This design comes from an exercise in tuning for small area on the open sky130 flow, not from production work.
The RTL was checked by simulation tests, not by an equivalence proof against the original design.
Power figures rest on the tool's default switching activity, not on a simulated workload.

## maple
## main
module main (clk, rst, zeroLevel, mediaLevel, highLevel ,sp512, sn512, sn64, sp8, sn1, sinput, szero,sck,cs,miso,mosi);
    input clk, rst, zeroLevel, mediaLevel, highLevel;
    output wire sp512, sn512, sinput, szero;
    output reg sn64,sp8, sn1;
    input wire sck;
    input wire cs;
    output wire miso;
    input wire mosi;
    localparam W = 14;
    parameter            IDLE   = 3'd0 ;
    parameter            RUNUP   = 3'd1 ;
    parameter            RUNDOWN  = 3'd2 ;
    parameter            N64  = 3'd3 ;
    parameter            P8  = 3'd4 ;
    parameter            N1  = 3'd5 ;
    wire p0, p1, p2, p122, p126, p247;
    wire tick;
    reg [2:0] status;
    reg rundownreg;
    wire start;
    wire isrunup;
    wire runupw;
    wire modestN, modestP;
    wire rdown;
    reg [W-1:0] pwmNB, pwmPB;
    wire [2:0] nrun;
    reg [2:0] stNrun;
    reg [W-1:0] stpwmNB, stpwmPB;
    reg [11:0] strundown;
    reg [7:0]  stN64;
    reg [7:0]  stP8;
    reg [7:0]  stN1;
    reg [11:0] trundown;
    reg [7:0]  tN64;
    reg [7:0]  tP8;
    reg [7:0]  tN1;
    reg [2:0]  error;
    wire [2:0] nplc;
    wire sgrundown;
    wire startRise;
    reg [1:0] vcnt;
    wire valid = vcnt[1];
    wire [W-1:0] stpwmPA;
    function [W-1:0] tfun;
        input [2:0] n;
        integer i, j;
        reg [W-1:0] t;
        begin
            for(i = 0; i < W; i = i + 1) begin
                tfun[i] = 1'b0;
                for(j = 0; j < 8; j = j + 1) begin
                    t = j * 2000;
                    if(t[i] && n == j)
                        tfun[i] = 1'b1;
                end
            end
        end
    endfunction
    wire [W-1:0] nruns = tfun(stNrun);
    genvar gi;
    wire [W:0] brw;
    assign brw[0] = 1'b0;
    generate
        for(gi = 0; gi < W; gi = gi + 1) begin : sub
  ...
For scale: ~820 cells after synthesis, roughly 16 I/O pins.
Settings: LEC_CHECK=0, CAP_MARGIN=20, CORE_MARGIN=2, CORE_UTILIZATION=60, SLEW_MARGIN=20; clock period 10.0 ns.
standard.sh (not shown) runs the stock make flow with config.mk's settings and CLKGATE_MAP_FILE= SYNTH_SCRIPT=/design/flow/synth_recipe.tcl, a recipe that flattens the netlist after the stock synthesis.
==> flow/flow/run.sh <==
#!/bin/bash
# Layout: the standard flow (standard.sh, standard synthesis unchanged)
# with settings of its own, passed to ORFS through the environment:
#  - clock tree synthesis: no dummy loads, clkbuf_16 leaf buffers, small
#    root and tree buffers (the design has large timing slack)
#  - port buffering: every input and output port still gets a buffer, a buf_1
#  - power recovery after global routing (ORFS's RECOVER_POWER): gates off
#    the critical paths are downsized
# The make output goes to standard.log here; ORFS keeps its per-step logs
# under orfs/logs.
set -euo pipefail
export CTS_ARGS="-sink_clustering_enable -repair_clock_nets -dont_use_dummy_load -sink_clustering_size 30 -sink_clustering_max_diameter 100 -buf_list sky130_fd_sc_hd__clkbuf_16 -root_buf sky130_fd_sc_hd__clkbuf_2 -tree_buf sky130_fd_sc_hd__clkbuf_2"
export BUFFER_PORTS_ARGS="-buffer_cell sky130_fd_sc_hd__buf_1"
export RECOVER_POWER=100
bash standard.sh > standard.log 2>&1
What the final checks of maple revealed, after a flow that finished every stage, was a layout that fails on capacitance limit, slew limit.
Changes in oak relative to maple:
diff --git a/flow/flow/run.sh b/flow/flow/run.sh
--- a/flow/flow/run.sh
+++ b/flow/flow/run.sh
@@ -6,4 +6,2 @@
 #  - port buffering: every input and output port still gets a buffer, a buf_1
-#  - power recovery after global routing (ORFS's RECOVER_POWER): gates off
-#    the critical paths are downsized
 # The make output goes to standard.log here; ORFS keeps its per-step logs
@@ -13,3 +11,2 @@
 export BUFFER_PORTS_ARGS="-buffer_cell sky130_fd_sc_hd__buf_1"
-export RECOVER_POWER=100
 bash standard.sh > standard.log 2>&1
- Comparing maple and oak, the one run not ending clean was maple.
- [compare] base=maple new=oak: fraction of layout cells with a size suffix above 1 shows an increase of 2.1 points, portion of total power attributed to sequential cells shows no meaningful change, routed wire length shows a reduction of 0.33%.

* * *

## rev 12
main, a different RTL version from the one above (not shown whole).
Size in the first run: ~820 cells after synthesis, roughly 16 I/O pins.
Settings: LEC_CHECK=0, CAP_MARGIN=20, CORE_MARGIN=2, CORE_UTILIZATION=60, SLEW_MARGIN=20; clock period 10.0 ns.
==> flow/flow/run.sh <==
#!/bin/bash
# Layout: the standard flow (standard.sh, standard synthesis unchanged)
# with two settings of its own, passed to ORFS through the environment:
#  - clock tree synthesis: no dummy loads, clkbuf_16 leaf buffers, small
#    root and tree buffers (the design has large timing slack)
#  - port buffering: every input and output port still gets a buffer, a buf_1
#  - power recovery after global routing (ORFS's RECOVER_POWER): gates off
#    the critical paths are downsized
# The make output goes to standard.log here; ORFS keeps its per-step logs
# under orfs/logs.
set -euo pipefail
export CTS_ARGS="-sink_clustering_enable -repair_clock_nets -dont_use_dummy_load -sink_clustering_size 30 -sink_clustering_max_diameter 100 -buf_list sky130_fd_sc_hd__clkbuf_16 -root_buf sky130_fd_sc_hd__clkbuf_2 -tree_buf sky130_fd_sc_hd__clkbuf_2"
export BUFFER_PORTS_ARGS="-buffer_cell sky130_fd_sc_hd__buf_1"
export RECOVER_POWER=100
bash standard.sh > standard.log 2>&1
Layout checks on rev 12: not met. Flow itself completed; violations: max-capacitance violations, max-slew violations.
## Diff of input files: rev 13 against rev 12
diff --git a/flow/flow/run.sh b/flow/flow/run.sh
--- a/flow/flow/run.sh
+++ b/flow/flow/run.sh
@@ -5,6 +5,4 @@
 #    root and tree buffers (the design has large timing slack)
 #  - port buffering: every input and output port still gets a buffer, a buf_1
-#  - power recovery after global routing (ORFS's RECOVER_POWER): gates off
-#    the critical paths are downsized
 # The make output goes to standard.log here; ORFS keeps its per-step logs
 # under orfs/logs.
@@ -12,4 +10,3 @@
 export CTS_ARGS="-sink_clustering_enable -repair_clock_nets -dont_use_dummy_load -sink_clustering_size 30 -sink_clustering_max_diameter 100 -buf_list sky130_fd_sc_hd__clkbuf_16 -root_buf sky130_fd_sc_hd__clkbuf_2 -tree_buf sky130_fd_sc_hd__clkbuf_2"
 export BUFFER_PORTS_ARGS="-buffer_cell sky130_fd_sc_hd__buf_1"
-export RECOVER_POWER=100
 bash standard.sh > standard.log 2>&1
==> run summary <==
- Rev 13 went all the way through the flow, and no timing, DRC or antenna check failed.
- [rev 13] area of the multi-input gates rose about 0.6% relative to rev 12
- Via count of the routed design across rev 13 and rev 12: no real change.
- The setup slack of rev 13 is larger than that of rev 12.
- Diff rev 13 and rev 12: share of layout cells above drive strength 1 lower in rev 12
- Between rev 13 and rev 12, the difference in post-detailed-placement cell area is negligible.
- On power, rev 13 and rev 12 are neck and neck.
- Re area growth from synthesis to layout: rev 13 is 0.37 points up on rev 12.

* * *

Another version of the RTL of main (not shown whole).
For scale: ~220 flip-flops, about 16 I/O pins, about 0.0095 mm² of cells after synthesis.
==> flow/config.mk <==
export PLATFORM = sky130hd
export DESIGN_NAME = main
export DESIGN_NICKNAME = main
export VERILOG_FILES = /design/flow/design.v
export SDC_FILE = /design/flow/constraint.sdc
export NUM_CORES = 4
export LEC_CHECK = 0
export CAP_MARGIN = 20
export CORE_MARGIN = 2
export CORE_UTILIZATION = 60
export CTS_BUF_LIST = sky130_fd_sc_hd__clkbuf_16
export CTS_CLUSTER_DIAMETER = 100
export CTS_CLUSTER_SIZE = 30
export SLEW_MARGIN = 20
==> flow/constraint.sdc <==
create_clock -name core_clock -period 10.0 [get_ports {clk}]
set_input_delay 2.0000 -clock core_clock [delete_from_list [all_inputs] [get_ports {clk}]]
set_output_delay 2.0000 -clock core_clock [all_outputs]
set_load 0.01 [all_outputs]
run.sh (not shown) runs the stock make flow with config.mk's settings and CLKGATE_MAP_FILE= SYNTH_SCRIPT=/design/flow/synth_recipe.tcl, a recipe that flattens the netlist after the stock synthesis.
Stock flow here: none of the scripts above is used.
Next try:
==> flow/flow/run.sh (new file) <==
#!/bin/bash
# Layout: the standard flow (standard.sh, standard synthesis unchanged)
# with settings of its own, passed to ORFS through the environment:
#  - clock tree synthesis: no dummy loads, clkbuf_16 leaf buffers, small
#    root and tree buffers (the design has large timing slack)
#  - port buffering: every input and output port still gets a buffer, a buf_1
# The make output goes to standard.log here; ORFS keeps its per-step logs
# under orfs/logs.
set -euo pipefail
export CTS_ARGS="-sink_clustering_enable -repair_clock_nets -dont_use_dummy_load -sink_clustering_size 30 -sink_clustering_max_diameter 100 -buf_list sky130_fd_sc_hd__clkbuf_16 -root_buf sky130_fd_sc_hd__clkbuf_2 -tree_buf sky130_fd_sc_hd__clkbuf_2"
export BUFFER_PORTS_ARGS="-buffer_cell sky130_fd_sc_hd__buf_1"
bash standard.sh > standard.log 2>&1
==> flow/standard.sh (new file) <==
#!/bin/bash
# synth_recipe.tcl (not shown) runs the flow's synth.tcl, then flattens the netlist and writes it again
# the make line also repeats each setting of config.mk as NAME=value (left out here)
make -C /OpenROAD-flow-scripts/flow DESIGN_CONFIG=/design/flow/config.mk WORK_HOME=/design/flow/orfs CLKGATE_MAP_FILE= SYNTH_SCRIPT=/design/flow/synth_recipe.tcl "${@:-finish}"
CTS_BUF_LIST = not set   (was sky130_fd_sc_hd__clkbuf_16)
CTS_CLUSTER_DIAMETER = not set   (was 100)
CTS_CLUSTER_SIZE = not set   (was 30)
removed: flow/run.sh
Synthesized area does not change.
Design area is lower slightly.
Maximum frequency is higher slightly.
Worst setup slack is better by 0.054 ns.
Routed wire length is lower by a few percent.
Die area is unchanged.
Sequential power barely changes.
Count of clock-buffer cells in the layout stays the same.
Synthesized cell count does not change.
First-iteration DRC count is lower by roughly a tenth.

## what the ideal ports hide
The flow's constraints put no driver on any port. The routed layouts listed below were extracted and timed again, unchanged, in two steps. Step 1, drivers: a clkbuf_16 drives clk and a buf_2 each remaining input, both assumed. Step 2, shift: input delay + t, output delay - t, t = (earliest + latest rising clock arrival at the registers) / 2. This alone moves slack from input paths to output paths. Slacks: ideal ports / drivers / drivers and shift; pairs: ideal ports / drivers.
| run | t (ns) | setup slack, ns | clock arrival spread, ns | worst data-port slew with drivers (ns) |
|---|---|---|---|---|
| maple | 0.714 | 4.120 / 4.120 / 4.120 | 0.048 / 0.047 | 0.03 |
| oak | 0.703 | 5.269 / 5.269 / 5.269 | 0.048 / 0.049 | 0.03 |
| rev 12 | 0.709 | 3.428 / 3.428 / 3.428 | 0.078 / 0.078 | 0.04 |
| rev 13 | 0.713 | 4.985 / 4.985 / 4.985 | 0.079 / 0.079 | 0.04 |
| the first run of note 3 | 0.495 | 5.204 / 5.204 / 5.204 | 0.027 / 0.027 | 0.03 |
| the second run of note 3 | 0.680 | 5.258 / 5.258 / 5.258 | 0.045 / 0.045 | 0.03 |
